From an optimization exercise on the open Yosys and OpenROAD flow, aimed at small area and a short achievable clock period; shortcuts taken in it are not production practice.
Only simulation tests tie the RTL to the original design; equivalence was not proved.
Power figures rest on the tool's default switching activity, not on a simulated workload.

==> flow/design.v <==
module pipeline_top (
	input  logic        clk_i,
	input  logic        rst_ni,
	input  logic [31:0] io_sw_i,
	output logic [12:0] imem_addr_o,
	input  logic [31:0] imem_rdata_i,
	output logic [12:0] pc_debug_o,
	output logic [31:0] io_lcd_o,
	output logic [31:0] io_ledr_o,
	output logic [31:0] io_ledg_o,
	output logic [6:0]  io_hex0_o,
	output logic [6:0]  io_hex1_o,
	output logic [31:0] io_hex2_o,
	output logic [31:0] io_hex3_o,
	output logic [31:0] io_hex4_o,
	output logic [31:0] io_hex5_o,
	output logic [31:0] io_hex6_o,
	output logic [31:0] io_hex7_o
);
  logic [12:0] pc_q;
  logic [31:0] id_instr;
  logic [12:0] id_pc;
  logic        id_valid;
  logic        ex_regw, ex_memw, ex_load, ex_beq, ex_bne, ex_blt, ex_jump;
  logic        ex_jalr, ex_sgn, ex_sub, ex_shl, ex_sra;
  logic [31:0] ex_rs1, ex_rs2, ex_imm;
  logic [12:0] ex_pc;
  logic [4:0]  ex_rd;
  logic [3:0]  ex_asel;    
  logic [3:0]  ex_bsel;    
  logic [2:0]  ex_dsel;    
  logic [6:0]  ex_rsel;    
  logic        m_regw, m_memw;
  logic        m_load;
  logic [31:0] m_alu, m_wd;
  logic [4:0]  m_rd;
  logic        w_regw;
  logic [31:0] w_res;
  logic [4:0]  w_rd;
  logic [31:1]      rf_v;
  logic [31*32-1:0] rf_c1, rf_c2;    
  logic [31:0] dmem [0:63];
  logic [3:0]  hex0_q, hex1_q;
  logic [31:0] hex2_q, hex3_q, hex4_q, hex5_q, hex6_q, hex7_q, ledr_q, ledg_q, lcd_q;
  logic [6:0] opc;
  logic [2:0] f3;
  logic       b30;
  logic [4:0] rs1a, rs2a, rda;
  assign opc  = id_instr[6:0];
  assign f3   = id_instr[14:12];
  assign b30  = id_instr[30];
  assign rs1a = id_instr[19:15];
  assign rs2a = id_instr[24:20];
  assign rda  = id_instr[11:7];
  logic op_r, op_i, op_l, op_s, op_b, op_jal, op_jalr, op_auipc, op_lui;
  assign op_r     = (opc == 7'b0110011);
  assign op_i     = (opc == 7'b0010011);
  assign op_l     = (opc == 7'b0000011);
  assign op_s     = (opc == 7'b0100011);
  assign op_b     = (opc == 7'b1100011);
  assign op_jal   = (opc == 7'b1101111);
  assign op_jalr  = (opc == 7'b1100111);
  assign op_auipc = (opc == 7'b0010111);
  assign op_lui   = (opc == 7'b0110111);
  logic d_regw, d_memw, d_load, d_beq, d_bne, d_blt, d_jump;
  assign d_regw = id_valid & (op_r | op_i | op_l | op_jal | op_jalr | op_auipc | op_lui);
  assign d_memw = id_valid & op_s;
  assign d_load = id_valid & op_l;
  assign d_beq  = id_valid & op_b & (f3 == 3'b000);
  assign d_bne  = id_valid & op_b & (f3 == 3'b001);
  assign d_blt  = id_valid & op_b & (f3 == 3'b100 || f3 == 3'b110);
  assign d_jump = id_valid & (op_jal | op_jalr);
  logic [31:0] d_imm;
  always_comb begin
    if (op_s)
      d_imm = {{21{id_instr[31]}}, id_instr[30:25], id_instr[11:7]};
    else if (op_b)
      d_imm = {{20{id_instr[31]}}, id_instr[7], id_instr[30:25], id_instr[11:8], 1'b0};
    else if (op_jal)
      d_imm = {{12{id_instr[31]}}, id_instr[19:12], id_instr[20], id_instr[30:21], 1'b0};
    else if (op_auipc | op_lui)
      d_imm = {id_instr[31:12], 12'b0};
    else
      d_imm = {{21{id_instr[31]}}, id_instr[30:20]};
  end
  logic arith;
  assign arith = op_r | op_i;
  logic [6:0] d_rsel;
  assign d_rsel[0] = ~arith ? ~(op_jal | op_jalr) : (f3 == 3'b000);  
  assign d_rsel[1] = arith & (f3[2:1] == 2'b01);        
  assign d_rsel[2] = arith & (f3 == 3'b100);            
  assign d_rsel[3] = arith & (f3 == 3'b110);            
  assign d_rsel[4] = arith & (f3 == 3'b111);            
  assign d_rsel[5] = arith & (f3[1:0] == 2'b01);        
  assign d_rsel[6] = op_jal | op_jalr;                   
  logic d_sub, d_sgn, d_shl, d_sra;
  assign d_sub = op_r & b30;
  assign d_sgn = op_b ? ~f3[1] : ~f3[0];
  assign d_shl = ~f3[2];
  assign d_sra = b30 & f3[2];
  logic fa_m, fa_w, fb_m, fb_w;
  assign fa_m = ex_regw & (rs1a != 5'd0) & (ex_rd == rs1a);
  assign fa_w = m_regw  & (rs1a != 5'd0) & (m_rd  == rs1a);
  assign fb_m = ex_regw & (rs2a != 5'd0) & (ex_rd == rs2a);
  assign fb_w = m_regw  & (rs2a != 5'd0) & (m_rd  == rs2a);
  logic a_reg, b_imm;
  assign a_reg = ~(op_auipc | op_lui);
  assign b_imm = op_i | op_l | op_s | op_auipc | op_lui;
  logic [3:0] d_asel, d_bsel;
  logic [2:0] d_dsel;
  assign d_asel = {op_auipc, a_reg & ~fa_m & fa_w, a_reg & fa_m, a_reg & ~fa_m & ~fa_w};
  assign d_bsel = {b_imm, ~b_imm & ~fb_m & fb_w, ~b_imm & fb_m, ~b_imm & ~fb_m & ~fb_w};
  assign d_dsel = {~fb_m & fb_w, fb_m, ~fb_m & ~fb_w};
  logic [31:0] rd1, rd2;
  always_comb begin
    rd1 = 32'b0;
    rd2 = 32'b0;
    for (int i = 0; i < 31; i++) begin
      rd1 = rd1 | rf_c1[i*32 +: 32];
      rd2 = rd2 | rf_c2[i*32 +: 32];
    end
  end
  logic byp1, byp2;
  assign byp1 = w_regw & (rs1a != 5'd0) & (w_rd == rs1a);
  assign byp2 = w_regw & (rs2a != 5'd0) & (w_rd == rs2a);
  logic [31:0] d_rs1, d_rs2;
  logic [12:0] id_pc4;
  assign id_pc4 = id_pc + 13'd4;
  assign d_rs1 = byp1 ? w_res : rd1;
  assign d_rs2 = (op_jal | op_jalr) ? {19'b0, id_pc4} : byp2 ? w_res : rd2;
  logic [31:0] srca, srcb, sdata;
  assign srca = ({32{ex_asel[0]}} & ex_rs1) | ({32{ex_asel[1]}} & m_alu) |
                ({32{ex_asel[2]}} & w_res)  | ({32{ex_asel[3]}} & {19'b0, ex_pc});
  assign srcb = ({32{ex_bsel[0]}} & ex_rs2) | ({32{ex_bsel[1]}} & m_alu) |
                ({32{ex_bsel[2]}} & w_res)  | ({32{ex_bsel[3]}} & ex_imm);
  assign sdata = ({32{ex_dsel[0]}} & ex_rs2) | ({32{ex_dsel[1]}} & m_alu) |
                 ({32{ex_dsel[2]}} & w_res);
  logic [31:0] sum;
  assign sum = srca + (srcb ^ {32{ex_sub}}) + {31'b0, ex_sub};
  logic cmp, eq;
  assign cmp = {srca[31] ^ ex_sgn, srca[30:0]} < {srcb[31] ^ ex_sgn, srcb[30:0]};
  assign eq  = (srca == srcb);
  logic [31:0] sh_in, sh_rev, sh_r, sh_out;
  always_comb begin
    for (int i = 0; i < 32; i++) sh_rev[i] = srca[31-i];
  end
  assign sh_in = ex_shl ? sh_rev : srca;
  logic [32:0] sh_r33;
  assign sh_r33 = $signed({ex_sra & srca[31], sh_in}) >>> srcb[4:0];
  assign sh_r   = sh_r33[31:0];
  always_comb begin
    for (int i = 0; i < 32; i++) sh_out[i] = ex_shl ? sh_r[31-i] : sh_r[i];
  end
  logic [31:0] ex_res;
  assign ex_res = ({32{ex_rsel[0]}} & sum) |
                  ({32{ex_rsel[1]}} & {31'b0, cmp}) |
                  ({32{ex_rsel[2]}} & (srca ^ srcb)) |
                  ({32{ex_rsel[3]}} & (srca | srcb)) |
                  ({32{ex_rsel[4]}} & (srca & srcb)) |
                  ({32{ex_rsel[5]}} & sh_out) |
                  ({32{ex_rsel[6]}} & ex_rs2);
  logic pcsrc;
  assign pcsrc = ex_jump | (ex_beq & eq) | (ex_bne & ~eq) | (ex_blt & cmp);
  logic [12:0] tgt_sum, tgt;
  assign tgt_sum = (ex_jalr ? srca[12:0] : ex_pc) + ex_imm[12:0];
  assign tgt = {tgt_sum[12:1], tgt_sum[0] & ~ex_jalr};
  logic lw_stall;
  assign lw_stall = ex_load & ((ex_rd == rs1a) | (ex_rd == rs2a));
  logic [9:0] addr;
  assign addr = m_alu[9:0];
  logic [31:0] dm_rd, ld_data, m_res;
  assign dm_rd = dmem[addr[5:0]];
  assign ld_data = ~addr[9] ? dm_rd : (addr[9:6] == 4'b1001) ? io_sw_i : 32'b0;
  assign m_res = m_load ? ld_data : m_alu;
  logic io_lo;
  assign io_lo = m_memw & (addr[3:0] <= 4'd9);
  always_ff @(posedge clk_i or negedge rst_ni) begin
    if (!rst_ni) begin
      pc_q     <= 13'b0;
      id_pc    <= 13'b0;
      id_valid <= 1'b0;
    end else begin
      if (pcsrc) pc_q <= tgt;
      else if (!lw_stall) pc_q <= pc_q + 13'd4;
      if (pcsrc) begin
        id_pc    <= 13'b0;
        id_valid <= 1'b0;
      end else if (!lw_stall) begin
        id_pc    <= pc_q;
        id_valid <= 1'b1;
      end
    end
  end
  always_ff @(posedge clk_i) begin
    if (!lw_stall) id_instr <= imem_rdata_i;
  end
  always_ff @(posedge clk_i or negedge rst_ni) begin
    if (!rst_ni) begin
      ex_regw <= 1'b0; ex_memw <= 1'b0; ex_load <= 1'b0;
      ex_beq  <= 1'b0; ex_bne  <= 1'b0; ex_blt  <= 1'b0; ex_jump <= 1'b0;
    end else if (lw_stall | pcsrc) begin
      ex_regw <= 1'b0; ex_memw <= 1'b0; ex_load <= 1'b0;
      ex_beq  <= 1'b0; ex_bne  <= 1'b0; ex_blt  <= 1'b0; ex_jump <= 1'b0;
    end else begin
      ex_regw <= d_regw; ex_memw <= d_memw; ex_load <= d_load;
      ex_beq  <= d_beq;  ex_bne  <= d_bne;  ex_blt  <= d_blt; ex_jump <= d_jump;
    end
  end
  always_ff @(posedge clk_i) begin
    ex_jalr <= op_jalr;
    ex_sgn  <= d_sgn;
    ex_sub  <= d_sub;
    ex_shl  <= d_shl;
    ex_sra  <= d_sra;
    ex_rs1  <= d_rs1;
    ex_rs2  <= d_rs2;
    ex_imm  <= d_imm;
    ex_pc   <= id_pc;
    ex_rd   <= rda;
    ex_asel <= d_asel;
    ex_bsel <= d_bsel;
    ex_dsel <= d_dsel;
    ex_rsel <= d_rsel;
  end
  always_ff @(posedge clk_i or negedge rst_ni) begin
    if (!rst_ni) begin
      m_regw <= 1'b0;
      m_memw <= 1'b0;
      w_regw <= 1'b0;
    end else begin
      m_regw <= ex_regw;
      m_memw <= ex_memw;
      w_regw <= m_regw;
    end
  end
  always_ff @(posedge clk_i) begin
    m_load <= ex_load;
    m_alu  <= ex_res;
    m_wd   <= sdata;
    m_rd   <= ex_rd;
    w_res  <= m_res;
    w_rd   <= m_rd;
  end
  genvar gi;
  generate
    for (gi = 1; gi < 32; gi++) begin : g_rf
      logic we;
      logic [31:0] r;
      assign we = w_regw & (w_rd == gi);
      always_ff @(posedge clk_i) begin
        if (we) r <= w_res;
      end
      assign rf_c1[(gi-1)*32 +: 32] = {32{rf_v[gi] && rs1a == gi}} & r;
      assign rf_c2[(gi-1)*32 +: 32] = {32{rf_v[gi] && rs2a == gi}} & r;
      always_ff @(posedge clk_i or negedge rst_ni) begin
        if (!rst_ni) rf_v[gi] <= 1'b0;
        else if (we) rf_v[gi] <= 1'b1;
      end
    end
  endgenerate
  always_ff @(posedge clk_i) begin
    if (m_memw & ~addr[9]) dmem[addr[5:0]] <= m_wd;
  end
  always_ff @(posedge clk_i or negedge rst_ni) begin
    if (!rst_ni) begin
      hex0_q <= 4'b0; hex1_q <= 4'b0;
      hex2_q <= 32'b0; hex3_q <= 32'b0; hex4_q <= 32'b0; hex5_q <= 32'b0;
      hex6_q <= 32'b0; hex7_q <= 32'b0; ledr_q <= 32'b0; ledg_q <= 32'b0;
      lcd_q  <= 32'b0;
    end else if (io_lo && addr[9:7] == 3'b100) begin
      case (addr[6:4])
        3'd0: hex0_q <= m_wd[3:0];
        3'd1: hex1_q <= m_wd[3:0];
        3'd2: hex2_q <= m_wd;
        3'd3: hex3_q <= m_wd;
        3'd4: hex4_q <= m_wd;
        3'd5: hex5_q <= m_wd;
        3'd6: hex6_q <= m_wd;
        default: hex7_q <= m_wd;
      endcase
    end else if (io_lo && addr[9:6] == 4'b1010) begin
      case (addr[5:4])
        2'd0: ledr_q <= m_wd;
        2'd1: ledg_q <= m_wd;
        2'd2: lcd_q  <= m_wd;
        default: ;
      endcase
    end
  end
  function automatic logic [6:0] seg7(input logic [3:0] d);
    case (d)
      4'h0: seg7 = 7'b0000001;
      4'h1: seg7 = 7'b1001111;
      4'h2: seg7 = 7'b0010010;
      4'h3: seg7 = 7'b0000110;
      4'h4: seg7 = 7'b1001100;
      4'h5: seg7 = 7'b0100100;
      4'h6: seg7 = 7'b0100000;
      4'h7: seg7 = 7'b0001111;
      4'h8: seg7 = 7'b0000000;
      4'h9: seg7 = 7'b0000100;
      4'hA: seg7 = 7'b0001000;
      4'hB: seg7 = 7'b1100000;
      4'hC: seg7 = 7'b0110001;
      4'hD: seg7 = 7'b1000010;
      4'hE: seg7 = 7'b0110000;
      default: seg7 = 7'b0111000;
    endcase
  endfunction
  assign imem_addr_o = pc_q;
  assign pc_debug_o  = id_pc;
  assign io_hex0_o   = seg7(hex0_q);
  assign io_hex1_o   = seg7(hex1_q);
  assign io_hex2_o   = hex2_q;
  assign io_hex3_o   = hex3_q;
  assign io_hex4_o   = hex4_q;
  assign io_hex5_o   = hex5_q;
  assign io_hex6_o   = hex6_q;
  assign io_hex7_o   = hex7_q;
  assign io_ledr_o   = ledr_q;
  assign io_ledg_o   = ledg_q;
  assign io_lcd_o    = lcd_q;
endmodule
==> flow/run.sh <==
#!/bin/bash
# synth_recipe.tcl (not shown) runs the flow's synth.tcl, then flattens the netlist and writes it again
# the make line also repeats each setting of config.mk as NAME=value (left out here)
make -C /OpenROAD-flow-scripts/flow DESIGN_CONFIG=/design/flow/config.mk WORK_HOME=/design/flow/orfs CLKGATE_MAP_FILE= SYNTH_SCRIPT=/design/flow/synth_recipe.tcl finish
==> flow/config.mk <==
export PLATFORM = sky130hd
export DESIGN_NAME = pipeline_top
export DESIGN_NICKNAME = pipeline_top
export VERILOG_FILES = /design/flow/design.v
export SDC_FILE = /design/flow/constraint.sdc
export NUM_CORES = 4
export LEC_CHECK = 0
export CAP_MARGIN = 20
export CORE_MARGIN = 2
export CORE_UTILIZATION = 40
export SLEW_MARGIN = 20
==> flow/constraint.sdc <==
create_clock -name core_clock -period 10.0 [get_ports {clk_i}]
set_input_delay 2.0000 -clock core_clock [delete_from_list [all_inputs] [get_ports {clk_i}]]
set_output_delay 2.0000 -clock core_clock [all_outputs]
set_load 0.01 [all_outputs]
==> results of run 1 <==
## Yosys cell counts, types with 55 or more instances
cell | n | area share, %
a21oi_1 | 233 | 0.77
nand4_1 | 110 | 0.46
buf_1 | 165 | 0.41
nor2_1 | 326 | 0.81
o22ai_1 | 134 | 0.56
mux2i_1 | 343 | 2.3
nand3_1 | 178 | 0.59
nand2_1 | 253 | 0.63
a221oi_1 | 237 | 1.4
a222oi_1 | 86 | 0.57
dfxtp_1 | 244 | 3.2
xor2_1 | 64 | 0.37
and3_1 | 68 | 0.28
mux2_2 | 306 | 2.3
a22oi_1 | 579 | 2.9
inv_1 | 125 | 0.31
nor4_1 | 70 | 0.29
dfrtp_1 | 364 | 6.0
xnor2_1 | 55 | 0.32
edfxtp_1 | 3072 | 61
a22o_1 | 245 | 1.4
o21ai_0 | 153 | 0.51
ha_1 | 152 | 1.3
mux4_2 | 548 | 8.2
clkbuf_1 | 441 | 1.1
nor3_1 | 77 | 0.26
## state kept, by name, indices dropped and copies added (netlist names), 31 cells and up
signal,count
dmem,2048
ex_imm,32
ex_rs1,32
ex_rs2,32
g_rf.r,992
hex2_q,32
hex3_q,32
hex4_q,32
hex5_q,32
hex6_q,32
hex7_q,32
id_instr,32
lcd_q,32
ledg_q,32
ledr_q,32
m_alu,32
m_wd,32
rf_v,31
w_res,32
## report_power, final
group	leakage (nW)	total, W	switching (W)	internal, W
registers	36.1	0.0175	0.000568	0.0170
logic	17.9	0.00393	0.00256	0.00138
clock network	6.25	0.0147	0.00618	0.00851
total	60.3	0.0361	0.00931	0.0268
## cells by family after synthesis
kind of cell	after synthesis
flip-flops	3680
AO/OA/AOI/OAI	1860
AND/OR/NAND/NOR	1214
multiplexers	1197
buffers and inverters	763
adder cells (fa/ha/maj)	154
XOR/XNOR	119
## worst max-delay path by stage
stage,start,endpoint,slack (ps),cells after the start
after floorplan,w_res[1],m_alu[30],5610,17
after global placement,m_alu[0],w_res[5],3390,11
after detailed placement,m_alu[0],w_res[5],3430,11
after CTS,m_alu[0],w_res[5],3410,11
after global routing,m_alu[0],w_res[5],3240,11
final,m_alu[0],w_res[5],3570,11
## metal layers
| metal | routed length, um | vias to the layer above | global-route usage, % |
|---|---|---|---|
| met2 | 268000 | 8670 | 47.1 |
| met5 | 133 | - | 0 |
| met3 | 79800 | 2339 | 9.26 |
| met4 | 50400 | 20 | 20.2 |
| met1 | 219000 | 51500 | 40.1 |
| li1 | - | 37800 | - |
## layout make-up
cell class | instances | area [sq um]
fill | 31800 | 200000
timing repair buffer | 718 | 6530
tap | 4994 | 6250
clock inverter | 226 | 2360
multi-input combinational | 4544 | 43000
antenna | 62 | 155
clock buffer | 485 | 10400
sequential | 3680 | 106000
inverter | 131 | 492
## through the flow
| step | power, W | cell area (sq um) | hold slack [ps] |
|---|---|---|---|
| final | 0.0362 | 176000 | 399 |
| after global routing | 0.0369 | 175000 | 411 |
| after CTS | 0.0361 | 175000 | 399 |
| after detailed placement | 0.0217 | 163000 | 388 |
| after global placement | 0.0216 | 162000 | 385 |
| after floorplan | 0.0196 | 151000 | 331 |
==> results_dict.tcl, run 1 <==
set metrics [dict create \
    status "timing/DRC/antenna clean" \
    crit_family "buffers and inverters" \
    seq_area_frac_synth_pct 70.4 \
    cts.sinks 3680 \
    critPathSlowestCell "mux2i_1" \
    portBuffers 393 \
    syn_area_sq_um 151000 \
    antenna_left 0 \
    die_area_sq_um 382000 \
    final.period_utilization_pct 64.3 \
    via_count 100000 \
    final_common_cell "edfxtp_1" \
    clk_path_buf_depth 4 \
    die_h_um 618 \
    ys.flop_type "edfxtp_1" \
    crit_path_max_incr_delay_ps 810 \
    synth_edf_count 3072 \
    htreeDepth 5 \
    hold_viol 0 \
    slew_headroom_pct 7.83 \
    first_global_vias 95700 \
    die_w_um 618 \
    synth_mux_area_share_pct 12.7 \
    grt.total_usage_pct 31.5 \
    clk_latency_ps 990 \
    path_cells "buf_12 > buf_4 > buf_4 > buf_4 > mux4_2 > mux2i_1 > o22ai_1 > nor4_1 > nor2_1 > a21oi_1 > a21oi_1" \
    slew_violations 0 \
    postCtsSetupBuffers 0 \
    place.gp.congestion 0.987 \
    worstPathArrival_ps 7260 \
    cts_resized 0 \
    holdPathStages 0 \
    worst_r2r_path_depth 11 \
    synth_top_family_by_area "multiplexers" \
    setup_slack_ps 3570 \
    path_clk_slew_ps 60 \
    grt_max_degree 150 \
    async_reset_ff_share_pct 9.89 \
    ff2ff_setup_slack_ps 3570 \
    timing.rr.start "m_alu[0]" \
    grt_setup_unrepaired "false" \
    finalSetupTns_ps 0 \
    crit_type "flop to flop" \
    drive_gt1_share_pct 20.9 \
    worstSetupEndpointType "flop" \
    skew_ps 49.9 \
    synth-seq-cells 3680 \
    placed_cells 14100 \
    ir_worst_vdd_v 0.000154 \
    cts_hold_buf 0 \
    grt_overflow 0 \
    nets 9679 \
    drt_iter0_drc 18700 \
    area_growth_pct 16.3 \
    grt_pass1_wl_um 829000 \
    wire_per_inst_um 41.6 \
    cpMostUsedCell "buf_4" \
    pin_count 394 \
    dr.pass1.iters 10 \
    cts-root-buf "clkbuf_16" \
    max_freq_mhz 156 \
    cp_num_buf_inv 4 \
    post-dp-hpwl_um 366000 \
    rr_endpoint "w_res[5]" \
    antenna_found_initial 60 \
    cts_tree "done" \
    finalSetupViolations 0 \
    synthCells 8987 \
    synth_xor_area_share_pct 0.690 \
    drc_errors 0 \
    ys_types 75 \
    mostFrequentLayoutCells "edfxtp_1, a22oi_1, mux4_2" \
    viasPerCell 6.76 \
    syn_area_per_cell_sq_um 16.8 \
    crit_fanout 57 \
    period_minus_slack_ps 6430 \
    initial_core_util_pct 40.2 \
    worst_slew_pin_slew_ps 1380 \
    required_ps 10830 \
    cts_buffers 384 \
    fin_cells 14800 \
    hp-start "m_rd[2]" \
    synth_nets 9207 \
    synth_warnings 1 \
    min_to "w_rd[2]" \
    startpoint_type "flop" \
    hold_class "flop to flop" \
    yosys.area_share.simple_pct 3.91 \
    leakagePower_nw 60.3 \
    core_area_sq_um 376000 \
    place_ws_ps 3430 \
    drv_cap 0 \
    synth_compound_area_share_pct 9.09 \
    totalWireLength_um 617000 \
    fin_util_pct 46.7 \
    synthAdderAreaFrac_pct 1.29 \
    power_density_nw_per_um2 206 \
    fp-row-count 225 \
]
==> run 2, diff against run 1 <==
--- a/flow/design.v
+++ b/flow/design.v
@@ -42,4 +42,24 @@
   logic [31:0] dmem [0:63];
-  logic [3:0]  hex0_q, hex1_q;
+  logic [6:0]  hex0_q, hex1_q;    
   logic [31:0] hex2_q, hex3_q, hex4_q, hex5_q, hex6_q, hex7_q, ledr_q, ledg_q, lcd_q;
+  function automatic logic [6:0] seg7(input logic [3:0] d);
+    case (d)
+      4'h0: seg7 = 7'b0000001;
+      4'h1: seg7 = 7'b1001111;
+      4'h2: seg7 = 7'b0010010;
+      4'h3: seg7 = 7'b0000110;
+      4'h4: seg7 = 7'b1001100;
+      4'h5: seg7 = 7'b0100100;
+      4'h6: seg7 = 7'b0100000;
+      4'h7: seg7 = 7'b0001111;
+      4'h8: seg7 = 7'b0000000;
+      4'h9: seg7 = 7'b0000100;
+      4'hA: seg7 = 7'b0001000;
+      4'hB: seg7 = 7'b1100000;
+      4'hC: seg7 = 7'b0110001;
+      4'hD: seg7 = 7'b1000010;
+      4'hE: seg7 = 7'b0110000;
+      default: seg7 = 7'b0111000;
+    endcase
+  endfunction
   logic [6:0] opc;
@@ -171,3 +191,6 @@
   logic [31:0] dm_rd, ld_data, m_res;
-  assign dm_rd = dmem[addr[5:0]];
+  always_comb begin
+    dm_rd = 32'b0;
+    for (int i = 0; i < 64; i++) dm_rd = dm_rd | ({32{addr[5:0] == i}} & dmem[i]);
+  end
   assign ld_data = ~addr[9] ? dm_rd : (addr[9:6] == 4'b1001) ? io_sw_i : 32'b0;
@@ -265,3 +288,3 @@
     if (!rst_ni) begin
-      hex0_q <= 4'b0; hex1_q <= 4'b0;
+      hex0_q <= 7'b0000001; hex1_q <= 7'b0000001;
       hex2_q <= 32'b0; hex3_q <= 32'b0; hex4_q <= 32'b0; hex5_q <= 32'b0;
@@ -271,4 +294,4 @@
       case (addr[6:4])
-        3'd0: hex0_q <= m_wd[3:0];
-        3'd1: hex1_q <= m_wd[3:0];
+        3'd0: hex0_q <= seg7(m_wd[3:0]);
+        3'd1: hex1_q <= seg7(m_wd[3:0]);
         3'd2: hex2_q <= m_wd;
@@ -289,26 +312,6 @@
   end
-  function automatic logic [6:0] seg7(input logic [3:0] d);
-    case (d)
-      4'h0: seg7 = 7'b0000001;
-      4'h1: seg7 = 7'b1001111;
-      4'h2: seg7 = 7'b0010010;
-      4'h3: seg7 = 7'b0000110;
-      4'h4: seg7 = 7'b1001100;
-      4'h5: seg7 = 7'b0100100;
-      4'h6: seg7 = 7'b0100000;
-      4'h7: seg7 = 7'b0001111;
-      4'h8: seg7 = 7'b0000000;
-      4'h9: seg7 = 7'b0000100;
-      4'hA: seg7 = 7'b0001000;
-      4'hB: seg7 = 7'b1100000;
-      4'hC: seg7 = 7'b0110001;
-      4'hD: seg7 = 7'b1000010;
-      4'hE: seg7 = 7'b0110000;
-      default: seg7 = 7'b0111000;
-    endcase
-  endfunction
   assign imem_addr_o = pc_q;
   assign pc_debug_o  = id_pc;
-  assign io_hex0_o   = seg7(hex0_q);
-  assign io_hex1_o   = seg7(hex1_q);
+  assign io_hex0_o   = hex0_q;
+  assign io_hex1_o   = hex1_q;
   assign io_hex2_o   = hex2_q;
==> flow/flow/run.sh (new file) <==
#!/bin/bash
set -euo pipefail
bash standard.sh SETUP_SLACK_MARGIN=${MARGIN:-6.2} finish > standard.log 2>&1
==> flow/standard.sh (new file) <==
#!/bin/bash
# synth_recipe.tcl (not shown) runs the flow's synth.tcl, then flattens the netlist and writes it again
# the make line also repeats each setting of config.mk as NAME=value (left out here)
make -C /OpenROAD-flow-scripts/flow DESIGN_CONFIG=/design/flow/config.mk WORK_HOME=/design/flow/orfs CLKGATE_MAP_FILE= SYNTH_SCRIPT=/design/flow/synth_recipe.tcl "${@:-finish}"
removed: flow/run.sh
==> results_dict.tcl, run 2 <==
set metrics [dict create \
    syn_area_per_cell_sq_um 15.6 \
    crit_family "buffers and inverters" \
    ys_types 89 \
    drc_errors 0 \
    worst_r2r_path_depth 11 \
    min_to "w_rd[3]" \
    grt_pass1_wl_um 933000 \
    slew_headroom_pct 8.11 \
    path_clk_slew_ps 70 \
    worstSetupEndpointType "flop" \
    clk_latency_ps 1050 \
    critPathSlowestCell "a21oi_1" \
    clk_path_buf_depth 4 \
    drive_gt1_share_pct 20.2 \
    rr_endpoint "w_res[2]" \
    drv_cap 0 \
    pin_count 394 \
    totalWireLength_um 714000 \
    required_ps 10810 \
    post-dp-hpwl_um 407000 \
    wire_per_inst_um 46.8 \
    finalSetupTns_ps 0 \
    yosysMostFrequentCell "edfxtp_1" \
    syn_area_sq_um 146000 \
    placedInstanceArea_sq_um 159000 \
    design_area_sq_um 174000 \
    nets 10300 \
    synth-seq-cells 3686 \
    grt_setup_unrepaired "true" \
    synth_nets 9587 \
    viasPerCell 7.26 \
    grt_overflow 0 \
    ys.flop_type "edfxtp_1" \
    fin_cells 15300 \
    cts_buffers 367 \
    core_area_sq_um 365000 \
    status "timing/DRC/antenna clean" \
    place.gp.congestion 0.985 \
    antenna_found_initial 61 \
    cts-root-buf "clkbuf_16" \
    htreeDepth 5 \
    mostFrequentLayoutCells "edfxtp_1, a22oi_1, a22o_1" \
    fp-row-count 222 \
    first_global_vias 102000 \
    crit_path_max_incr_delay_ps 560 \
    final_common_cell "edfxtp_1" \
    hold_viol 0 \
    seq_area_frac_synth_pct 72.6 \
    power_density_nw_per_um2 200 \
    period_minus_slack_ps 3980 \
    worstPathArrival_ps 4790 \
    p_total_w 0.0347 \
    async_reset_ff_share_pct 10.0 \
    synth_commonest_cells "edfxtp_1, a22oi_1, a221oi_1" \
    ir_worst_vdd_v 0.000162 \
    slew_violations 0 \
    synth_edf_count 3072 \
    synthCells 9373 \
    via_count 111000 \
    max_freq_mhz 252 \
    startpoint_type "flop" \
    antenna_left 0 \
    finalSetupViolations 0 \
    skew_ps 88.2 \
    hold_class "flop to flop" \
    timing.rr.start "m_alu[5]" \
    crit_type "flop to flop" \
    yosysTopAreaCell "edfxtp_1" \
    synth_warnings 1 \
    final.period_utilization_pct 39.8 \
    portBuffers 393 \
    ff2ff_setup_slack_ps 6020 \
    synth.top_cells.by_area "edfxtp_1, dfrtp_1, a22oi_1" \
    cts.sinks 3686 \
    die_area_sq_um 371000 \
    synth_top_area_share_pct 63.0 \
    drt_iter0_drc 24800 \
    cts_hold_buf 0 \
    hold_slack_ps 391 \
    grt_max_degree 134 \
    worst_slew_pin_slew_ps 1370 \
    largest_register_ffs 2048 \
    crit_fanout 18 \
    cpMostUsedCell "buf_4" \
    holdPathStages 0 \
    path_cells "or3b_2 > buf_8 > nor2_4 > buf_4 > buf_4 > a22o_1 > a221oi_1 > nand3_1 > nor4_4 > a2bb2oi_1 > a21oi_1" \
    placed_cells 14300 \
    grt.total_usage_pct 37.1 \
    leakagePower_nw 62.4 \
    die_w_um 609 \
    area_growth_pct 18.8 \
    initial_core_util_pct 40.1 \
    dr.pass1.iters 9 \
    die_h_um 609 \
    cp_num_buf_inv 3 \
    hp-start "m_rd[3]" \
    cts_tree "done" \
]
==> run 2: changes by cell type after synthesis, moves of 136 or more <==
cell / delta
nand4_1: +136
a22oi_1: +334
a22o_1: +327
mux4_2: -510
mux2i_1: -261
a221oi_1: +336
==> run 2: layout make-up <==
type	count	area, sq um
diodes	40	100
clock buffers	489	10100
clock inverters	190	1850
fillers	31000	191000
inverters	128	567
multi-input cells	4892	39800
flip-flops and latches	3686	107000
well taps	4816	6030
repair buffers	1017	9010
repair inverters	2	13.8
==> run 2: timing repair <==
action | CTS | global route
setup buffers | 104 | 79
setup endpoints to repair | 655 | 100
cloned | 11 | 5
endpoints found under the hold margin | 0 | 0
pin swaps | 51 | 60
resized for setup | 636 | 153
==> run 2: logic make-up (layout without fill, tap and decap cells) <==
logic type	after synthesis	in the layout	share of synthesized area, %
flip-flops	3686	3686	72.6
AO/OA/AOI/OAI	2744	2746	14.8
AND/OR/NAND/NOR	1463	1465	5.04
buffers and inverters	799	1826	2.14
multiplexers	418	418	3.44
adder cells (fa/ha/maj)	148	148	1.27
XOR/XNOR	115	115	0.688
other	0	40	0
==> run 2: worst max-delay path by stage <==
stage	startpoint	to	slack, ps	depth (start not counted)
floorplan	m_alu[0]	dmem[1][0]	5970	4
global placement	w_res[3]	pc_q[1]	4370	12
detailed placement	w_res[3]	pc_q[0]	4440	12
CTS	ex_bsel[1]	ex_blt	6130	13
global route	ex_asel[0]	ex_blt	6060	14
finish	m_alu[5]	w_res[2]	6020	11
==> run 2: power by group <==
part | leakage, nW | internal [W] | switching, W | total [W]
clock network | 5.90 | 0.00790 | 0.00616 | 0.0141
logic | 20.5 | 0.00101 | 0.00234 | 0.00335
registers | 36.0 | 0.0170 | 0.000333 | 0.0173
==> run 2: routing by layer <==
metal | global-route usage (%) | up-vias | part of all wire, %
met3 | 13.6 | 3449 | 16
met4 | 26.1 | 39 | 9.3
met5 | 0 | - | 0.042
li1 | - | 40200 | -
met1 | 45.4 | 54900 | 33
met2 | 54.2 | 12100 | 42
==> run 2: stage by stage <==
| stage | util, % | worst slack [ps] |
|---|---|---|
| 2_1_floorplan | - | 5970 |
| 3_3_place_gp | 43.5 | 4370 |
| 3_5_place_dp | 43.5 | 4440 |
| 4_1_cts | 47.3 | 6130 |
| 5_1_grt | 47.7 | 6060 |
| 6_report | 47.7 | 6020 |
==> run 3, diff against run 2 <==
==> flow/flow/run.sh (replaced) <==
#!/bin/bash
set -euo pipefail
bash standard.sh SETUP_SLACK_MARGIN=${MARGIN:-6.4} \
  "BUFFER_PORTS_ARGS=-buffer_cell sky130_fd_sc_hd__buf_2" finish > standard.log 2>&1
--- a/flow/config.mk
+++ b/flow/config.mk
@@ -10,2 +10,5 @@
 export CORE_UTILIZATION = 40
+export CTS_CLUSTER_DIAMETER = 70
+export CTS_CLUSTER_SIZE = 25
 export SLEW_MARGIN = 20
+export TNS_END_PERCENT = 5
==> results_dict.tcl, run 3 <==
set metrics [dict create \
    synth.top_cells.by_area "edfxtp_1, dfrtp_1, a22oi_1" \
    fillerInstances 31600 \
    totalWireLength_um 707000 \
    post-dp-hpwl_um 394000 \
    ff2ff_setup_slack_ps 5950 \
    synth_top_area_share_pct 63.0 \
    path_clk_slew_ps 100 \
    die_area_sq_um 371000 \
    antenna_left 0 \
    slew_violations 0 \
    crit_path_max_incr_delay_ps 820 \
    power_density_nw_per_um2 179 \
    cts.sinks 3686 \
    synthCells 9373 \
    skew_ps 84.4 \
    synth-seq-cells 3686 \
    cts_hold_buf 0 \
    nets 10200 \
    synth_nets 9587 \
    synth_commonest_cells "edfxtp_1, a22oi_1, a221oi_1" \
    drv_cap 0 \
    mostFrequentLayoutCells "edfxtp_1, a22oi_1, a22o_1" \
    core_area_sq_um 365000 \
    crit_fanout 17 \
    hp-start "id_instr[11]" \
    drive_gt1_share_pct 22.0 \
    cpMostUsedCell "a21oi_1" \
    seq_area_frac_synth_pct 72.6 \
    place_ws_ps 4500 \
    yosysTopAreaCell "edfxtp_1" \
    final_common_cell "edfxtp_1" \
    startpoint_type "flop" \
    finalSetupViolations 0 \
    drt_iter0_drc 26000 \
    worst_slew_pin_slew_ps 1370 \
    grt_max_degree 116 \
    status "timing/DRC/antenna clean" \
    worstPathArrival_ps 4860 \
    period_minus_slack_ps 4050 \
    path_cells "buf_12 > or3_4 > buf_12 > nor2_4 > buf_4 > a22o_1 > a221oi_1 > nand3_1 > nor4_1 > a21oi_1 > buf_4 > a21oi_1 > a21oi_1" \
    crit_type "flop to flop" \
    timing.rr.start "m_alu[5]" \
    fp-row-count 222 \
    antenna_found_initial 62 \
    leakagePower_nw 58.9 \
    holdPathStages 0 \
    viasPerCell 7.37 \
    die_h_um 609 \
    cts-root-buf "clkbuf_16" \
    grt_pass1_wl_um 922000 \
    cts_buffers 193 \
    cts_tree "done" \
    hold_class "flop to flop" \
    die_w_um 609 \
    portBuffers 393 \
    rr_endpoint "w_res[16]" \
    worstSetupEndpointType "flop" \
    place.gp.congestion 0.972 \
    required_ps 10810 \
    first_global_vias 101000 \
    setup_slack_ps 5950 \
    ys_types 89 \
    synth_warnings 1 \
    dr.pass1.iters 10 \
    max_freq_mhz 247 \
    worst_r2r_path_depth 13 \
    grt_overflow 0 \
    drc_errors 0 \
    synth_edf_count 3072 \
    ir_worst_vdd_v 0.000138 \
    clk_path_buf_depth 4 \
    via_count 110000 \
    fin_cells 14900 \
    hold_viol 0 \
    slew_headroom_pct 8.54 \
    syn_area_sq_um 146000 \
    syn_area_per_cell_sq_um 15.6 \
    initial_core_util_pct 40.1 \
    placed_cells 14300 \
    htreeDepth 4 \
    grt.total_usage_pct 36.6 \
    async_reset_ff_share_pct 10.0 \
    final.period_utilization_pct 40.5 \
    area_growth_pct 14.2 \
    yosysMostFrequentCell "edfxtp_1" \
    min_to "ex_rd[4]" \
    hold_slack_ps 398 \
    pin_count 394 \
    finalSetupTns_ps 0 \
    largest_register_ffs 2048 \
    critPathSlowestCell "nor2_4" \
    grt_setup_unrepaired "true" \
    ys.flop_type "edfxtp_1" \
    clk_latency_ps 960 \
    wire_per_inst_um 47.3 \
]
run 3: cell counts after synthesis:
Identical to the previous run, type by type.
run 3: worst max-delay path, delay by kind of cell, from the launching register on:
family | cells | cell delay (ps)
AOI/OAI and AO/OA | 5 | 880
buffers and inverters | 4 | 1170
DFF | 1 | 340
and+or+nand+nor | 4 | 1460
run 3: worst max path at each step:
stage	slack [ps]	startpoint	endpoint
after global placement	4530	w_res[3]	m_alu[27]
after CTS	6120	m_alu[4]	w_res[15]
after global routing	6040	ex_asel[0]	pc_q[12]
after detailed placement	4500	w_res[3]	m_alu[27]
final	5950	m_alu[5]	w_res[16]
after floorplan	5260	m_alu[0]	dmem[16][0]
run 3: final cells by class:
cell class | instances | area, sq um | share of cell area (%)
Multi-Input combinational cell | 4894 | 39800 | 23.8
Timing Repair inverter | 1 | 16.3 | 0.00972
Antenna cell | 37 | 92.6 | 0.0553
Timing Repair Buffer | 1054 | 8310 | 4.97
Clock buffer | 257 | 5180 | 3.10
Inverter | 128 | 526 | 0.314
Sequential cell | 3686 | 107000 | 63.7
Tap cell | 4816 | 6030 | 3.60
Clock inverter | 64 | 862 | 0.515
run 3: logic make-up after synthesis:
| kind of cell | after synthesis | synth area share, % |
|---|---|---|
| flip-flops | 3686 | 72.6 |
| multiplexers | 418 | 3.44 |
| buffers and inverters | 799 | 2.14 |
| AND/OR/NAND/NOR | 1463 | 5.04 |
| XOR/XNOR | 115 | 0.688 |
| AO/OA/AOI/OAI | 2744 | 14.8 |
| adder cells (fa/ha/maj) | 148 | 1.27 |
run 3: power breakdown:
part | switching [W] | leakage (nW) | internal (W) | total, W
Clock | 0.00523 | 2.94 | 0.00402 | 0.00924
Combinational | 0.00238 | 19.9 | 0.00101 | 0.00339
Sequential | 0.000342 | 36.1 | 0.0170 | 0.0173
Total | 0.00795 | 58.9 | 0.0220 | 0.0299
run 3: timing repair:
item / 4_1_cts / 5_1_grt
pin swaps: 57 / 65
buffers inserted: 91 / 113
gates resized for setup: 293 / 194
cloned: 18 / 8
setup endpoints to repair: 409 / 210
run 3: through the flow:
step | instance area [sq um] | total power [W] | util [%]
6_report | 167000 | 0.0299 | 45.8
5_1_grt | 167000 | 0.0303 | 45.8
4_1_cts | 165000 | 0.0295 | 45.3
3_5_place_dp | 157000 | 0.0204 | 42.9
3_3_place_gp | 157000 | 0.0204 | 42.9
2_1_floorplan | 146000 | 0.0187 | -
run 3: routing by layer:
layer / GRT usage [%] / wire [um]
met3: 14.5 / 120000
met1: 46.2 / 235000
met4: 23.0 / 60000
met2: 52.6 / 291000
met5: 0.0904 / 584
==> run 4, diff against run 3 <==
--- a/flow/design.v
+++ b/flow/design.v
@@ -25,6 +25,7 @@
   logic        ex_jalr, ex_sgn, ex_sub, ex_shl, ex_sra;
-  logic [31:0] ex_rs1, ex_rs2, ex_imm;
+  logic [31:0] ex_rs1, ex_rs2;
+  logic [12:0] ex_imm;      
   logic [12:0] ex_pc;
   logic [4:0]  ex_rd;
-  logic [3:0]  ex_asel;    
+  logic [2:0]  ex_asel;    
   logic [3:0]  ex_bsel;    
@@ -41,3 +42,6 @@
   logic [31*32-1:0] rf_c1, rf_c2;    
-  logic [31:0] dmem [0:63];
+  logic [64*32-1:0] dm_c;             
+  logic [3:0]  id_r1hi, id_r2hi;      
+  logic [7:0]  id_r1lo, id_r2lo;      
+  logic [7:0]  m_dhi, m_dlo;          
   logic [6:0]  hex0_q, hex1_q;    
@@ -92,15 +96,16 @@
   assign d_jump = id_valid & (op_jal | op_jalr);
-  logic [31:0] d_imm;
+  logic [12:0] d_imm;
   always_comb begin
     if (op_s)
-      d_imm = {{21{id_instr[31]}}, id_instr[30:25], id_instr[11:7]};
+      d_imm = {{2{id_instr[31]}}, id_instr[30:25], id_instr[11:7]};
     else if (op_b)
-      d_imm = {{20{id_instr[31]}}, id_instr[7], id_instr[30:25], id_instr[11:8], 1'b0};
+      d_imm = {id_instr[31], id_instr[7], id_instr[30:25], id_instr[11:8], 1'b0};
     else if (op_jal)
-      d_imm = {{12{id_instr[31]}}, id_instr[19:12], id_instr[20], id_instr[30:21], 1'b0};
-    else if (op_auipc | op_lui)
-      d_imm = {id_instr[31:12], 12'b0};
+      d_imm = {id_instr[12], id_instr[20], id_instr[30:21], 1'b0};
     else
-      d_imm = {{21{id_instr[31]}}, id_instr[30:20]};
+      d_imm = {{2{id_instr[31]}}, id_instr[30:20]};
   end
+  logic [31:0] d_ures;
+  assign d_ures = {id_instr[31:12] + {19'b0, op_auipc & id_pc[12]},
+                   op_auipc ? id_pc[11:0] : 12'b0};
   logic arith;
@@ -108,3 +113,5 @@
   logic [6:0] d_rsel;
-  assign d_rsel[0] = ~arith ? ~(op_jal | op_jalr) : (f3 == 3'b000);  
+  logic pass;
+  assign pass = op_jal | op_jalr | op_lui | op_auipc;
+  assign d_rsel[0] = ~arith ? ~pass : (f3 == 3'b000);  
   assign d_rsel[1] = arith & (f3[2:1] == 2'b01);        
@@ -114,3 +121,3 @@
   assign d_rsel[5] = arith & (f3[1:0] == 2'b01);        
-  assign d_rsel[6] = op_jal | op_jalr;                   
+  assign d_rsel[6] = pass;                               
   logic d_sub, d_sgn, d_shl, d_sra;
@@ -125,8 +132,7 @@
   assign fb_w = m_regw  & (rs2a != 5'd0) & (m_rd  == rs2a);
-  logic a_reg, b_imm;
-  assign a_reg = ~(op_auipc | op_lui);
-  assign b_imm = op_i | op_l | op_s | op_auipc | op_lui;
-  logic [3:0] d_asel, d_bsel;
-  logic [2:0] d_dsel;
-  assign d_asel = {op_auipc, a_reg & ~fa_m & fa_w, a_reg & fa_m, a_reg & ~fa_m & ~fa_w};
+  logic b_imm;
+  assign b_imm = op_i | op_l | op_s;
+  logic [2:0] d_asel, d_dsel;
+  logic [3:0] d_bsel;
+  assign d_asel = {~fa_m & fa_w, fa_m, ~fa_m & ~fa_w};
   assign d_bsel = {b_imm, ~b_imm & ~fb_m & fb_w, ~b_imm & fb_m, ~b_imm & ~fb_m & ~fb_w};
@@ -149,8 +155,9 @@
   assign d_rs1 = byp1 ? w_res : rd1;
-  assign d_rs2 = (op_jal | op_jalr) ? {19'b0, id_pc4} : byp2 ? w_res : rd2;
+  assign d_rs2 = (op_jal | op_jalr) ? {19'b0, id_pc4} : (op_lui | op_auipc) ? d_ures :
+                 byp2 ? w_res : rd2;
   logic [31:0] srca, srcb, sdata;
   assign srca = ({32{ex_asel[0]}} & ex_rs1) | ({32{ex_asel[1]}} & m_alu) |
-                ({32{ex_asel[2]}} & w_res)  | ({32{ex_asel[3]}} & {19'b0, ex_pc});
+                ({32{ex_asel[2]}} & w_res);
   assign srcb = ({32{ex_bsel[0]}} & ex_rs2) | ({32{ex_bsel[1]}} & m_alu) |
-                ({32{ex_bsel[2]}} & w_res)  | ({32{ex_bsel[3]}} & ex_imm);
+                ({32{ex_bsel[2]}} & w_res)  | ({32{ex_bsel[3]}} & {{19{ex_imm[12]}}, ex_imm});
   assign sdata = ({32{ex_dsel[0]}} & ex_rs2) | ({32{ex_dsel[1]}} & m_alu) |
@@ -184,3 +191,3 @@
   logic [12:0] tgt_sum, tgt;
-  assign tgt_sum = (ex_jalr ? srca[12:0] : ex_pc) + ex_imm[12:0];
+  assign tgt_sum = (ex_jalr ? srca[12:0] : ex_pc) + ex_imm;
   assign tgt = {tgt_sum[12:1], tgt_sum[0] & ~ex_jalr};
@@ -193,3 +200,3 @@
     dm_rd = 32'b0;
-    for (int i = 0; i < 64; i++) dm_rd = dm_rd | ({32{addr[5:0] == i}} & dmem[i]);
+    for (int i = 0; i < 64; i++) dm_rd = dm_rd | dm_c[i*32 +: 32];
   end
@@ -202,3 +209,2 @@
       pc_q     <= 13'b0;
-      id_pc    <= 13'b0;
       id_valid <= 1'b0;
@@ -207,9 +213,4 @@
       else if (!lw_stall) pc_q <= pc_q + 13'd4;
-      if (pcsrc) begin
-        id_pc    <= 13'b0;
-        id_valid <= 1'b0;
-      end else if (!lw_stall) begin
-        id_pc    <= pc_q;
-        id_valid <= 1'b1;
-      end
+      if (pcsrc) id_valid <= 1'b0;
+      else if (!lw_stall) id_valid <= 1'b1;
     end
@@ -217,3 +218,10 @@
   always_ff @(posedge clk_i) begin
-    if (!lw_stall) id_instr <= imem_rdata_i;
+    if (!lw_stall) begin
+      id_instr <= imem_rdata_i;
+      id_r1hi  <= 4'b1 << imem_rdata_i[19:18];
+      id_r1lo  <= 8'b1 << imem_rdata_i[17:15];
+      id_r2hi  <= 4'b1 << imem_rdata_i[24:23];
+      id_r2lo  <= 8'b1 << imem_rdata_i[22:20];
+      id_pc    <= pc_q;
+    end
   end
@@ -260,2 +268,4 @@
     m_load <= ex_load;
+    m_dhi  <= 8'b1 << sum[5:3];
+    m_dlo  <= 8'b1 << sum[2:0];
     m_alu  <= ex_res;
@@ -275,4 +285,4 @@
       end
-      assign rf_c1[(gi-1)*32 +: 32] = {32{rf_v[gi] && rs1a == gi}} & r;
-      assign rf_c2[(gi-1)*32 +: 32] = {32{rf_v[gi] && rs2a == gi}} & r;
+      assign rf_c1[(gi-1)*32 +: 32] = {32{rf_v[gi] & id_r1hi[gi/8] & id_r1lo[gi%8]}} & r;
+      assign rf_c2[(gi-1)*32 +: 32] = {32{rf_v[gi] & id_r2hi[gi/8] & id_r2lo[gi%8]}} & r;
       always_ff @(posedge clk_i or negedge rst_ni) begin
@@ -283,5 +293,15 @@
   endgenerate
-  always_ff @(posedge clk_i) begin
-    if (m_memw & ~addr[9]) dmem[addr[5:0]] <= m_wd;
-  end
+  logic dm_we;
+  assign dm_we = m_memw & ~addr[9];
+  generate
+    for (gi = 0; gi < 64; gi++) begin : g_dm
+      logic sel;
+      logic [31:0] w;
+      assign sel = m_dhi[gi/8] & m_dlo[gi%8];
+      always_ff @(posedge clk_i) begin
+        if (dm_we & sel) w <= m_wd;
+      end
+      assign dm_c[gi*32 +: 32] = {32{sel}} & w;
+    end
+  endgenerate
   always_ff @(posedge clk_i or negedge rst_ni) begin
@@ -313,3 +333,3 @@
   assign imem_addr_o = pc_q;
-  assign pc_debug_o  = id_pc;
+  assign pc_debug_o  = id_pc & {13{id_valid}};
   assign io_hex0_o   = hex0_q;
--- a/flow/config.mk
+++ b/flow/config.mk
@@ -12,3 +12,3 @@
 export CTS_CLUSTER_SIZE = 25
-export SLEW_MARGIN = 20
+export SLEW_MARGIN = 25
 export TNS_END_PERCENT = 5
==> results_dict.tcl, run 4 <==
set metrics [dict create \
    drt_iter0_drc 24100 \
    via_count 109000 \
    hold_class "flop to flop" \
    async_reset_ff_share_pct 9.63 \
    antenna_found_initial 56 \
    worst_r2r_path_depth 8 \
    cpMostUsedCell "buf_4" \
    grt_pass1_wl_um 904000 \
    startpoint_type "flop" \
    yosysMostFrequentCell "edfxtp_1" \
    hp-start "ex_rd[4]" \
    pin_count 394 \
    clk_latency_ps 1030 \
    viasPerCell 7.33 \
    finalSetupTns_ps 0 \
    crit_path_max_incr_delay_ps 1010 \
    drc_errors 0 \
    min_to "m_rd[4]" \
    period_minus_slack_ps 4080 \
    holdPathStages 0 \
    totalWireLength_um 689000 \
    grt_max_degree 83 \
    place_ws_ps 4990 \
    path_clk_slew_ps 100 \
    antenna_left 0 \
    cts_hold_buf 0 \
    cp_num_buf_inv 2 \
    critPathSlowestCell "nor3b_1" \
    fin_util_pct 45.3 \
    synth_warnings 1 \
    yosysTopAreaCell "edfxtp_1" \
    crit_fanout 64 \
    crit_family "simple AND/OR/NAND/NOR gates" \
    setup_slack_ps 5920 \
    fp-row-count 222 \
    die_w_um 611 \
    ys.flop_type "edfxtp_1" \
    syn_area_sq_um 147000 \
    worst_slew_pin_slew_ps 1360 \
    slew_headroom_pct 8.51 \
    synth_edf_count 3109 \
    cts_tree "done" \
    final.period_utilization_pct 40.8 \
    worstSetupEndpointType "flop" \
    synth_top_area_share_pct 63.4 \
    skew_ps 123 \
    design_area_sq_um 166000 \
    placedInstanceArea_sq_um 157000 \
    die_h_um 611 \
    seq_area_frac_synth_pct 72.7 \
    htreeDepth 4 \
    status "timing/DRC/antenna clean" \
    ir_worst_vdd_v 0.000162 \
    cts-root-buf "clkbuf_16" \
    grt_setup_unrepaired "true" \
    synthCells 9486 \
    fin_cells 14900 \
    core_area_sq_um 366000 \
    finalSetupViolations 0 \
    dr.pass1.iters 13 \
    synth.top_cells.by_area "edfxtp_1, dfrtp_1, a22oi_1" \
    power_density_nw_per_um2 189 \
    placed_cells 14400 \
    path_cells "buf_4 > or4_1 > nor2_1 > or4_2 > buf_4 > nor3b_1 > nor3_1 > a221o_1" \
    slew_violations 0 \
    ys_types 81 \
    cts.sinks 3706 \
    drive_gt1_share_pct 20.3 \
    max_freq_mhz 245 \
    mostFrequentLayoutCells "edfxtp_1, a22oi_1, a22o_1" \
    timing.rr.start "id_instr[24]" \
    largest_register_ffs 2048 \
    grt.total_usage_pct 35.7 \
    grt_overflow 0 \
    initial_core_util_pct 40.2 \
    required_ps 10830 \
    wire_per_inst_um 46.4 \
    final_common_cell "edfxtp_1" \
    place.gp.congestion 0.964 \
    synth-seq-cells 3706 \
    post-dp-hpwl_um 376000 \
    leakagePower_nw 57.6 \
    nets 10100 \
    synth_commonest_cells "edfxtp_1, a22oi_1, clkbuf_1" \
    worstPathArrival_ps 4900 \
    clk_path_buf_depth 4 \
    ff2ff_setup_slack_ps 5920 \
    first_global_vias 100000 \
    area_growth_pct 12.6 \
    syn_area_per_cell_sq_um 15.5 \
    synth_nets 9702 \
    crit_type "flop to flop" \
    cts_buffers 201 \
    portBuffers 393 \
    die_area_sq_um 373000 \
    hold_viol 0 \
    rr_endpoint "ex_rs2[9]" \
    drv_cap 0 \
]
run 4: cell types whose count changed after synthesis, moves of 36 or more:
cell / delta
xor2_1: +41
nor3_1: +36
nor4_1: -48
nand2_1: +49
clkbuf_1: +80
buf_2: -44
nand4_1: +52
and2_1: +74
edfxtp_1: +37
a221oi_1: -46
a22o_1: -47
run 4: area by class of cell:
cell class | instances | area [sq um]
fill | 31700 | 200000
timing repair buffer | 890 | 6460
sequential | 3706 | 107000
clock buffer | 250 | 5330
antenna | 40 | 100
tap | 4816 | 6030
multi-input combinational | 4931 | 38900
timing repair inverter | 1 | 8.76
inverter | 128 | 537
clock inverter | 95 | 1240
run 4: power by group:
group / leakage [nW] / internal (W) / switching [W]
sequential: 35.9 / 0.0172 / 0.000456
clock: 3.13 / 0.00415 / 0.00551
combinational: 18.6 / 0.00103 / 0.00292
run 4: how the worst max path moves through the flow:
stage                     slack (ps)         start        end  cells after the start
after global routing            5990    ex_asel[1]   pc_q[10]                     13
after floorplan                 6090    ex_asel[0]     ex_blt                     12
after detailed placement        4990      w_res[1]  m_alu[28]                     15
final                           5920  id_instr[24]  ex_rs2[9]                      8
after CTS                       6100      m_dhi[6]  w_res[16]                      9
after global placement          4780      w_res[3]  m_alu[27]                     13
run 4: per-stage QoR:
| stage | hold slack (ps) | power, W |
|---|---|---|
| 2_1_floorplan | 331 | 0.0194 |
| 3_3_place_gp | 388 | 0.0214 |
| 3_5_place_dp | 386 | 0.0215 |
| 4_1_cts | 401 | 0.0309 |
| 5_1_grt | 408 | 0.0318 |
| 6_report | 392 | 0.0313 |
run 4: per-layer routing:
metal	track usage [%]	wire length [um]	up-vias
li1	-	-	39400
met1	45.2	230000	54500
met2	50.8	282000	12000
met3	14.5	120000	2947
met4	22.3	56300	30
met5	0.620	657	-
run 4: repair_timing:
action                     in CTS  in global routing
gates cloned                   13                  0
setup buffers                  82                 11
setup endpoints to repair     698                487
resized for setup             164                 92
pin swaps                      40                 18
run 4: cells by family (layout without fill, tap and decap cells):
family,count (synthesis),in the layout,synth area share [%]
compound gates,2676,2676,14.3
simple gates,1552,1553,5.31
mux,421,421,3.43
buf+inv,850,1364,2.19
fa+ha+maj,150,150,1.28
xor+xnor,131,131,0.779
flops,3706,3706,72.7
other cells,0,40,0
==> run 5, diff against run 4 <==
--- a/flow/design.v
+++ b/flow/design.v
@@ -209,2 +209,3 @@
       pc_q     <= 13'b0;
+      id_pc    <= 13'b0;
       id_valid <= 1'b0;
@@ -213,4 +214,9 @@
       else if (!lw_stall) pc_q <= pc_q + 13'd4;
-      if (pcsrc) id_valid <= 1'b0;
-      else if (!lw_stall) id_valid <= 1'b1;
+      if (pcsrc) begin
+        id_pc    <= 13'b0;
+        id_valid <= 1'b0;
+      end else if (!lw_stall) begin
+        id_pc    <= pc_q;
+        id_valid <= 1'b1;
+      end
     end
@@ -224,3 +230,2 @@
       id_r2lo  <= 8'b1 << imem_rdata_i[22:20];
-      id_pc    <= pc_q;
     end
@@ -333,3 +338,3 @@
   assign imem_addr_o = pc_q;
-  assign pc_debug_o  = id_pc & {13{id_valid}};
+  assign pc_debug_o  = id_pc;
   assign io_hex0_o   = hex0_q;
==> flow/flow/run.sh (replaced) <==
#!/bin/bash
set -euo pipefail
bash standard.sh SETUP_SLACK_MARGIN=${MARGIN:-6.6} \
  "BUFFER_PORTS_ARGS=-buffer_cell sky130_fd_sc_hd__buf_2" finish > standard.log 2>&1
==> results_dict.tcl, run 5 <==
set metrics [dict create \
    die_w_um 610 \
    path_clk_slew_ps 100 \
    die_area_sq_um 372000 \
    fillerInstances 31400 \
    critPathLaunch "ex_asel[1]" \
    place.gp.congestion 0.973 \
    worst_r2r_path_depth 13 \
    cts_tree "done" \
    yosysTopAreaCell "edfxtp_1" \
    viasPerCell 7.32 \
    synth-seq-cells 3706 \
    period_minus_slack_ps 4010 \
    fp-row-count 222 \
    die_h_um 610 \
    yosysMostFrequentCell "edfxtp_1" \
    cts.sinks 3706 \
    cts_hold_buf 0 \
    antenna_left 0 \
    seq_area_frac_synth_pct 72.8 \
    synth.top_cells.by_area "edfxtp_1, dfrtp_1, a22oi_1" \
    rr_endpoint "pc_q[0]" \
    drt_iter0_drc 25100 \
    dr.pass1.iters 11 \
    syn_area_per_cell_sq_um 15.5 \
    hold_class "flop to flop" \
    grt_pass1_wl_um 908000 \
    first_global_vias 100000 \
    drv_cap 0 \
    worstPathArrival_ps 4790 \
    startpoint_type "flop" \
    synth_edf_count 3096 \
    worst_slew_pin_slew_ps 1310 \
    crit_end "pc_q[0]" \
    power_density_nw_per_um2 189 \
    ff2ff_setup_slack_ps 5990 \
    portBuffers 393 \
    syn_area_sq_um 147000 \
    nets 10100 \
    crit_type "flop to flop" \
    required_ps 10780 \
    clk_path_buf_depth 4 \
    pin_count 394 \
    synth_top_area_share_pct 63.2 \
    ys.flop_type "edfxtp_1" \
    netSwitchingFraction_pct 28.2 \
    grt_overflow 0 \
    slew_violations 0 \
    finalSetupViolations 0 \
    mostFrequentLayoutCells "edfxtp_1, a22oi_1, a22o_1" \
    cts-root-buf "clkbuf_16" \
    finalSetupTns_ps 0 \
    synth_nets 9701 \
    initial_core_util_pct 40.2 \
    status "timing/DRC/antenna clean" \
    pwr-share-comb_pct 12.5 \
    synth_commonest_cells "edfxtp_1, a22oi_1, clkbuf_1" \
    timing.rr.start "ex_asel[1]" \
    wire_per_inst_um 46.4 \
    htreeDepth 4 \
    fin_cells 14900 \
    drc_errors 0 \
    hold_viol 0 \
    ys_types 85 \
    drive_gt1_share_pct 21.5 \
    leakagePower_nw 58.2 \
    final.period_utilization_pct 40.1 \
    power_frac_clock_pct 31.3 \
    synth_warnings 1 \
    via_count 109000 \
    synthCells 9485 \
    final_common_cell "edfxtp_1" \
    antenna_found_initial 40 \
    cts_buffers 204 \
    grt.total_usage_pct 35.9 \
    largest_register_ffs 2048 \
    seq_power_share_pct 56.1 \
    worstSetupEndpointType "flop" \
    core_area_sq_um 366000 \
    async_reset_ff_share_pct 9.98 \
    slew_headroom_pct 12.3 \
    totalWireLength_um 691000 \
    area_growth_pct 13.6 \
    clk_latency_ps 1030 \
    post-dp-hpwl_um 378000 \
    placed_cells 14300 \
    internal-power_w 0.0226 \
    ir_worst_vdd_v 0.000167 \
    crit_fanout 16 \
    grt_max_degree 149 \
    max_freq_mhz 249 \
    grt_setup_unrepaired "true" \
    power.net_switching_w 0.00887 \
    skew_ps 147 \
]
-- run 5: cell types whose count changed after synthesis, sizes merged, moves of 14 or more --
cell    previous run  this run
nor3             151       165
a221oi           527       546
mux2i             63        81
a21oi            237       219
and2              92        72
mux2             325       300
o21ai             99       125
nand3            177       193
a22oi            943       924
-- run 5: power groups by stage --
stage / clock network [W] / logic, W / registers (W)
floorplan: 0 / 0.00138 / 0.0180
global placement: 0 / 0.00331 / 0.0180
detailed placement: 0 / 0.00336 / 0.0180
CTS: 0.00981 / 0.00365 / 0.0176
global route: 0.0103 / 0.00398 / 0.0177
finish: 0.00987 / 0.00395 / 0.0177
-- run 5: area by class of cell --
type | count | area, sq um | share of cell area [%]
flip-flops and latches | 3706 | 107000 | 64.2
multi-input cells | 4938 | 39600 | 23.7
repair buffers | 926 | 6830 | 4.09
well taps | 4816 | 6030 | 3.61
clock buffers | 251 | 5460 | 3.27
clock inverters | 105 | 1320 | 0.787
inverters | 131 | 531 | 0.318
diodes | 28 | 70.1 | 0.0420
repair inverters | 2 | 13.8 | 0.00824
-- run 5: timing repair --
item                                    in CTS  in global routing
endpoints found under the setup margin    1113               1148
gates resized for setup                    278                153
cloned                                      17                  3
buffers inserted                           125                 23
pin swaps                                   94                 33
-- run 5: worst min-delay path by stage --
stage,from,to,depth (start not counted)
5_1_grt,ex_memw,m_memw,0
4_1_cts,ex_memw,m_memw,0
3_5_place_dp,ex_memw,m_memw,0
6_report,ex_memw,m_memw,0
2_1_floorplan,ex_memw,m_memw,0
3_3_place_gp,ex_memw,m_memw,0
-- run 5: cells by family after synthesis --
| group | after synthesis | share of synthesized area (%) |
|---|---|---|
| flops | 3706 | 72.8 |
| compound gates | 2683 | 14.3 |
| buf+inv | 846 | 2.19 |
| simple gates | 1558 | 5.29 |
| fa+ha+maj | 150 | 1.29 |
| xor+xnor | 135 | 0.804 |
| mux | 407 | 3.27 |
-- run 5: worst max-delay path, cell delays in order, from the launching register on --
cell and delay [ps]:
dfxtp_4 410, bufbuf_16 320, a222oi_1 350, buf_4 180, inv_1 90, ha_1 350
nand2b_1 120, a21oi_1 70, o21bai_1 130, a21oi_1 80, o21ai_1 470, and3_1 560
a31o_4 350, mux2_2 360
-- run 5: layer usage --
layer / vias up / GRT usage, % / part of all wire (%) / wire [um]
met3: 2945 / 13.6 / 17 / 116000
li1: 39500 / - / - / -
met4: 22 / 23.5 / 8.8 / 60600
met5: - / 0.530 / 0.051 / 356
met1: 54900 / 45.3 / 33 / 230000
met2: 11700 / 51.5 / 41 / 284000
-- run 5: through the flow --
step           setup WS, ps  area (sq um)  hold slack, ps  utilization [%]  total power (W)
2_1_floorplan          6280        147000             331                -           0.0193
3_3_place_gp           4660        156000             347             42.7           0.0213
3_5_place_dp           4690        156000             340             42.8           0.0214
4_1_cts                6140        166000             362             45.4           0.0311
5_1_grt                6020        167000             388             45.6           0.0320
6_report               5990        167000             365             45.7           0.0315
==> run 6, diff against run 5 <==
--- a/flow/config.mk
+++ b/flow/config.mk
@@ -9,5 +9,6 @@
 export CORE_MARGIN = 2
-export CORE_UTILIZATION = 40
+export CORE_UTILIZATION = 50
 export CTS_CLUSTER_DIAMETER = 70
 export CTS_CLUSTER_SIZE = 25
+export PLACE_DENSITY = 0.7
 export SLEW_MARGIN = 25
==> results_dict.tcl, run 6 <==
set metrics [dict create \
    grt_setup_unrepaired "true" \
    finalSetupViolations 0 \
    cts.sinks 3706 \
    grt.total_usage_pct 42.0 \
    synthCells 9485 \
    synth_nets 9701 \
    hp-start "ex_memw" \
    rr_endpoint "m_alu[0]" \
    period_minus_slack_ps 3950 \
    leakagePower_nw 57.6 \
    place_ws_ps 4720 \
    worst_r2r_path_depth 14 \
    timing.rr.start "ex_asel[1]" \
    power_density_nw_per_um2 187 \
    yosysMostFrequentCell "edfxtp_1" \
    totalWireLength_um 647000 \
    hold_viol 0 \
    first_global_vias 101000 \
    path_cells "buf_4 > buf_16 > a222oi_1 > buf_4 > buf_4 > buf_4 > buf_4 > mux2i_1 > mux4_2 > a22o_1 > a21oi_1 > mux2i_1 > a211oi_1 > o221ai_1" \
    core_area_sq_um 293000 \
    design_area_sq_um 165000 \
    synth_edf_count 3096 \
    die_area_sq_um 298000 \
    cts_buffers 192 \
    synth_commonest_cells "edfxtp_1, a22oi_1, clkbuf_1" \
    critPathSlowestCell "mux4_2" \
    synth.top_cells.by_area "edfxtp_1, dfrtp_1, a22oi_1" \
    crit_type "flop to flop" \
    wire_per_inst_um 46.4 \
    slew_headroom_pct 10.0 \
    drt_iter0_drc 25600 \
    die_h_um 546 \
    final_common_cell "edfxtp_1" \
    grt_max_degree 152 \
    fin_util_pct 56.1 \
    viasPerCell 7.81 \
    cpMostUsedCell "buf_4" \
    antenna_found_initial 43 \
    syn_area_per_cell_sq_um 15.5 \
    antenna_left 0 \
    die_w_um 546 \
    cts_tree "done" \
    required_ps 10770 \
    async_reset_ff_share_pct 9.98 \
    htreeDepth 4 \
    crit_family "compound AO/OA/AOI/OAI gates" \
    holdPathStages 0 \
    drive_gt1_share_pct 20.4 \
    final.period_utilization_pct 39.5 \
    initial_core_util_pct 50.1 \
    post-dp-hpwl_um 352000 \
    pin_count 394 \
    dr.pass1.iters 12 \
    cts-root-buf "clkbuf_16" \
    hold_class "flop to flop" \
    synth_warnings 1 \
    portBuffers 393 \
    hold_slack_ps 356 \
    placedInstanceArea_sq_um 155000 \
    seq_area_frac_synth_pct 72.8 \
    place.gp.congestion 0.972 \
    syn_area_sq_um 147000 \
    mostFrequentLayoutCells "edfxtp_1, a22oi_1, a22o_1" \
    crit_path_max_incr_delay_ps 580 \
    drc_errors 0 \
    fillerInstances 22700 \
    ys_types 85 \
    cp_num_buf_inv 6 \
    skew_ps 110 \
    cts_hold_buf 0 \
    grt_pass1_wl_um 859000 \
    startpoint_type "flop" \
    worstSetupEndpointType "flop" \
    worstPathArrival_ps 4710 \
    yosysTopAreaCell "edfxtp_1" \
    nets 10100 \
    ff2ff_setup_slack_ps 6050 \
    drv_cap 0 \
    path_clk_slew_ps 110 \
    worst_slew_pin_slew_ps 1350 \
    finalSetupTns_ps 0 \
    setup_slack_ps 6050 \
    largest_register_ffs 2048 \
    ir_worst_vdd_v 0.000174 \
    slew_violations 0 \
    crit_fanout 8 \
    fp-row-count 199 \
    status "timing/DRC/antenna clean" \
    grt_overflow 0 \
    synth_top_area_share_pct 63.2 \
    clk_latency_ps 1010 \
    ys.flop_type "edfxtp_1" \
    via_count 109000 \
    min_to "m_memw" \
    clk_path_buf_depth 4 \
    synth-seq-cells 3706 \
    area_growth_pct 12.0 \
    max_freq_mhz 253 \
]
## run 6: stage by stage
stage	cells	total power, W
final	14000	0.0308
after global routing	13900	0.0312
after CTS	13900	0.0303
after detailed placement	13400	0.0212
after global placement	13400	0.0212
after floorplan	9485	0.0193
## run 6: worst reg2reg max path, delay by kind of cell (launching register included)
kind,cells,cell delay (ps)
AOI/OAI and AO/OA,5,1670
muxes,3,890
buffers and inverters,6,830
DFF,1,400
## run 6: routing by layer
metal	vias to the layer above	routed length, um	global-route usage [%]
li1	39400	-	-
met1	53100	203000	52.6
met2	12900	258000	57.6
met3	3439	126000	19.7
met4	36	59300	28.5
met5	-	880	0.962
## run 6: layout make-up
cell class | instances | area [sq um] | share of cell area [%]
flip-flops and latches | 3706 | 107000 | 65.1
multi-input cells | 4939 | 39300 | 23.9
repair buffers | 889 | 6420 | 3.90
clock buffers | 269 | 5340 | 3.24
well taps | 3919 | 4900 | 2.98
clock inverters | 63 | 877 | 0.533
inverters | 131 | 531 | 0.322
diodes | 36 | 90.1 | 0.0547
## run 6: how the worst max path moves through the flow
stage                    start        end  slack, ps  depth (start not counted)
floorplan           ex_bsel[2]  m_alu[30]       6280                         16
global placement    ex_bsel[0]  m_alu[30]       4730                         14
detailed placement  ex_bsel[0]  m_alu[30]       4720                         14
CTS                   m_dlo[3]  w_res[11]       6050                          9
global route        ex_asel[1]   m_alu[4]       6070                         14
finish              ex_asel[1]   m_alu[0]       6050                         14
## run 6: logic make-up (layout without fill, tap and decap cells)
family / after synthesis / count (layout) / synth area share (%)
muxes: 407 / 407 / 3.27
DFF: 3706 / 3706 / 72.8
buffers and inverters: 846 / 1352 / 2.19
and+or+nand+nor: 1558 / 1560 / 5.29
AOI/OAI and AO/OA: 2683 / 2687 / 14.3
xor gates and xnor gates: 135 / 135 / 0.804
other: 0 / 36 / 0
adders and majority gates: 150 / 150 / 1.29
## run 6: power by group
| part | switching, W | internal, W | leakage (nW) |
|---|---|---|---|
| sequential | 0.000452 | 0.0172 | 35.9 |
| clock | 0.00523 | 0.00407 | 3.02 |
| combinational | 0.00279 | 0.00102 | 18.7 |
| total | 0.00848 | 0.0223 | 57.6 |
## run 6: what timing repair did
action,CTS,global route
hold endpoints to repair,0,0
setup endpoints to repair,1337,1472
gates resized for setup,240,144
buffers inserted,112,20
gates cloned,12,2
pin swaps,86,18

Check on run 6: ideal ports give 6.053 ns setup slack; a clkbuf_16 on the clock port and buf_2 on the inputs give 6.053 ns; moving port delays by the midpoint clock arrival (1.055 ns) as well gives 5.891 ns.
